Context: an optimization exercise on an open-source flow, tuned for small area and a short achievable clock period. The choices shown serve that exercise and are no tape-out recipe.
At most, simulation tests tie the RTL to the original design; equivalence was not proved.
Power is estimated from default activity; no workload was simulated.

== v25 ==
Design RGB_to_Gray, start of the top module:
module RGB_to_Gray(input CLK, input [7:0] R, input [7:0] G, input [7:0] B, input In_Valid, output reg [7:0] Gray, output reg Out_Valid);
export LEC_CHECK = 0
export CAP_MARGIN = 20
export CORE_MARGIN = 2
export CORE_UTILIZATION = 40
export SLEW_MARGIN = 20
export SYNTH_HIERARCHICAL = 1
export SYNTH_MINIMUM_KEEP_SIZE = 0
create_clock -name core_clock -period 16.0 [get_ports {CLK}]
run.sh (not shown) runs the stock make flow with config.mk's settings and CLKGATE_MAP_FILE= SYNTH_SCRIPT=/design/flow/synth_recipe.tcl, a recipe that flattens the netlist after the stock synthesis.
### v25 -> v55
==> flow/flow/run.sh (new file) <==
#!/bin/bash
# Standard ORFS layout (standard synthesis unchanged); timing repair is asked to
# reach a setup slack of 11.9 ns at the design's own clock period and constraints.
set -euo pipefail
export SETUP_SLACK_MARGIN=11.9
export BUFFER_PORTS_ARGS="-buffer_cell sky130_fd_sc_hd__buf_4"
bash standard.sh synth > synth.log 2>&1
bash standard.sh > layout.log 2>&1
==> flow/standard.sh (new file) <==
#!/bin/bash
# synth_recipe.tcl (not shown) runs the flow's synth.tcl, then flattens the netlist and writes it again
# the make line also repeats each setting of config.mk as NAME=value (left out here)
make -C /OpenROAD-flow-scripts/flow DESIGN_CONFIG=/design/flow/config.mk WORK_HOME=/design/flow/orfs CLKGATE_MAP_FILE= SYNTH_SCRIPT=/design/flow/synth_recipe.tcl "${@:-finish}"
removed: flow/run.sh
- v55 completed; timing, DRC and antenna clean
- The tightest hold margin was comparable across v25 and v55.
- The fmax in v55 is 1.10 times that in v25.
- Static leakage, v25 and v55: higher on v55
- The fraction of power consumed by the clock network number comes out lower for v25 vs v55.
diff inputs: v55 => v43
diff --git a/flow/flow/run.sh b/flow/flow/run.sh
--- a/flow/flow/run.sh
+++ b/flow/flow/run.sh
@@ -5,3 +5,3 @@
 export SETUP_SLACK_MARGIN=11.9
-export BUFFER_PORTS_ARGS="-buffer_cell sky130_fd_sc_hd__buf_4"
+export BUFFER_PORTS_ARGS="-buffer_cell sky130_fd_sc_hd__buf_2"
 bash standard.sh synth > synth.log 2>&1
On total setup buffers inserted after CTS, v43 tracks v55 almost exactly.
Compared v55 against v43; cell count within noise.
Diff v55..v43 | worst setup slack | negligible
v43: clock tree buffer count of the final layout 1 above v55
On power share of the clock group: between v43 and v55, it ends up higher for v55.
Taking v55 as the reference, in v43 iteration count of the initial detailed-routing pass up 3, hold slack shows no meaningful change, routed wire length on met3 went down by about 5.3%.
Final wirelength (v43 over v55): decrease, 240 um
Re area share of xor/xnor cells in the synthesized design: no difference whatsoever between v43 and v55.
Input changes introduced in v37 (baseline for comparison: v43):
==> flow/flow/run.sh <==
#!/bin/bash
# Standard ORFS layout (standard synthesis unchanged); timing repair is asked to
# reach a setup slack of 11.8 ns at the design's own clock period and constraints.
set -euo pipefail
export SETUP_SLACK_MARGIN=11.8
bash standard.sh synth > synth.log 2>&1
bash standard.sh > layout.log 2>&1
Notes after the runs:
Setup slack: v37 vs v43 down 100 ps. In v37, worst slew margin relative to its limit is higher than in v43. Leakage component of the power of v37 is on par with v43. Re count of hold-fix buffers inserted at cts: no difference whatsoever between v37 and v43. The estimated power of v37 ends up lower than the estimate for v43.
No functional check of the RTL was part of any run of this note.

* * *

Setup of indigo:
Another version of the RTL of RGB_to_Gray (not shown whole).
For scale: about 660 cells after synthesis, ~150 flip-flops, ~35 I/O pins.
Settings: LEC_CHECK=0, CAP_MARGIN=20, CORE_MARGIN=2, CORE_UTILIZATION=60, CTS_BUF_LIST=sky130_fd_sc_hd__clkbuf_8, PLACE_DENSITY=0.75, SLEW_MARGIN=20, SYNTH_HIERARCHICAL=1, SYNTH_MINIMUM_KEEP_SIZE=0; clock period 16.0 ns.
standard.sh (not shown) runs the stock make flow with config.mk's settings and CLKGATE_MAP_FILE= SYNTH_SCRIPT=/design/flow/synth_recipe.tcl, a recipe that flattens the netlist after the stock synthesis.
==> flow/flow/run.sh <==
#!/bin/bash
# Standard ORFS layout with the standard synthesis unchanged. Port buffers are
# sky130_fd_sc_hd__buf_2, and timing repair is asked to reach a setup slack of
# 11.95 ns at the design's own clock period and constraints.
set -euo pipefail
export SETUP_SLACK_MARGIN=11.95
export CTS_ARGS="-sink_clustering_enable -repair_clock_nets -dont_use_dummy_load -buf_list sky130_fd_sc_hd__clkbuf_16 -sink_clustering_size 50 -sink_clustering_max_diameter 500 -sink_clustering_levels 1"
export BUFFER_PORTS_ARGS="-buffer_cell sky130_fd_sc_hd__buf_2"
bash standard.sh synth > synth.log 2>&1
bash standard.sh > layout.log 2>&1
Input-level comparison between delta and indigo:
-- flow/flow/run.sh --
<<< indigo, line 6
export SETUP_SLACK_MARGIN=11.95
export CTS_ARGS="-sink_clustering_enable -repair_clock_nets -dont_use_dummy_load -buf_list sky130_fd_sc_hd__clkbuf_16 -sink_clustering_size 50 -sink_clustering_max_diameter 500 -sink_clustering_levels 1"
export BUFFER_PORTS_ARGS="-buffer_cell sky130_fd_sc_hd__buf_2"
>>> delta, line 6
export SETUP_SLACK_MARGIN=11.95
export CTS_ARGS="-sink_clustering_enable -repair_clock_nets -dont_use_dummy_load -buf_list sky130_fd_sc_hd__clkbuf_16 -num_static_layers 1"
export BUFFER_PORTS_ARGS="-buffer_cell sky130_fd_sc_hd__buf_2"
### Flow results
- Post-synthesis xor/xnor area fraction came out exactly the same in delta and indigo.
- Diff indigo -> delta: clock power share flat; clock skew flat; wire length down 1.8%; minimum setup slack in the final design flat.
- Overall power, delta and indigo: higher on indigo
- The post-layout net count of delta is lower than that of indigo.
- delta against indigo: post-placement cell count shows no meaningful change, number of clock-tree buffers in the layout flat.
Inputs modified between delta and ember:
==> flow/flow/run.sh <==
#!/bin/bash
set -euo pipefail
export SETUP_SLACK_MARGIN=11.95
export CTS_ARGS="-sink_clustering_enable -repair_clock_nets -dont_use_dummy_load -buf_list sky130_fd_sc_hd__clkbuf_8"
export BUFFER_PORTS_ARGS="-buffer_cell sky130_fd_sc_hd__buf_2"
bash standard.sh synth > synth.log 2>&1
bash standard.sh > layout.log 2>&1
In summary, ember completed successfully, with a layout that passed the timing, DRC and antenna checks. Diff delta -> ember: via count comparable; wire length now smaller; register fraction of the total cell area now larger. In ember the clock period minus final worst setup slack turned out 0.034 ns higher than in delta. From delta to ember the numbers moved as follows: worst hold-check slack now sits lower, total power saw a decrease, worst setup slack shows a reduction of 0.034 ns, effective utilization at floorplan saw little to no change.
Changes in willow relative to ember:
==> flow/flow/run.sh <==
#!/bin/bash
# Standard ORFS layout with the standard synthesis unchanged. Port buffers are
# sky130_fd_sc_hd__buf_2, and timing repair is asked to reach a setup slack of
# 11.95 ns at the design's own clock period and constraints.
set -euo pipefail
export SETUP_SLACK_MARGIN=11.95
export CTS_ARGS="-repair_clock_nets -dont_use_dummy_load -buf_list sky130_fd_sc_hd__clkbuf_16 -distance_between_buffers 1000 -branching_point_buffers_distance 1000"
export BUFFER_PORTS_ARGS="-buffer_cell sky130_fd_sc_hd__buf_2"
bash standard.sh synth > synth.log 2>&1
bash standard.sh > layout.log 2>&1
--- outcome ---
- willow: done, clean on timing, DRC and antenna
- willow ends up with a proportion of cell area spent on the clock network that is 1.8 points higher than in ember.
- willow vs ember: share of layout cells above drive strength 1 up in willow
- Side by side, period utilization turned out lower in willow than in ember.
- Compared with ember, willow shows setup slack higher by 0.029 ns.
- In the final design statistics, willow uses more standard cells in total than ember.
- Of willow and ember, it is willow that has the higher final standard cell area without fillers.
- willow reports a higher worst hold slack than ember does.
- willow: maximum clock frequency is 0.71% higher than what ember reported.

[port drivers added, routing unchanged]
No port has a modelled driver above. Below, the same layouts with a new extraction and two added sets of constraints. Step 1: set_driving_cell puts a clkbuf_16 on CLK and a buf_2 on each other input, an assumption about the parent block. Step 2 adds t to the input delays and takes it off the output delays; t is the mean of the earliest and latest rising clock arrival at the registers after step 1. Input paths then give back, and output paths get back, about the clock's delay inside the block. Three values: no drivers, after step 1, after step 2; two values: the first two.
run	t, ns	setup slack, ns	hold WS [ns]	worst slew at a driven data input, ns	cell pins on the clock port's net
v25	0.468	11.521 / 11.479 / 11.729	0.328 / 0.328 / 0.328	0.04	1
v55	0.472	11.938 / 11.891 / 12.090	0.327 / 0.327 / 0.327	0.03	1
v43	0.467	11.939 / 11.892 / 12.061	0.328 / 0.328 / 0.328	0.03	1
v37	0.470	11.835 / 11.791 / 11.989	0.328 / 0.328 / 0.328	0.04	1
indigo	0.460	11.944 / 11.901 / 12.039	0.324 / 0.324 / 0.324	0.03	1
delta	0.464	11.944 / 11.899 / 12.019	0.318 / 0.318 / 0.318	0.03	1
ember	0.484	11.911 / 11.868 / 12.022	0.312 / 0.312 / 0.312	0.03	1
willow	0.466	11.939 / 11.894 / 12.035	0.317 / 0.317 / 0.317	0.03	1
After both steps every run listed still meets setup and hold.
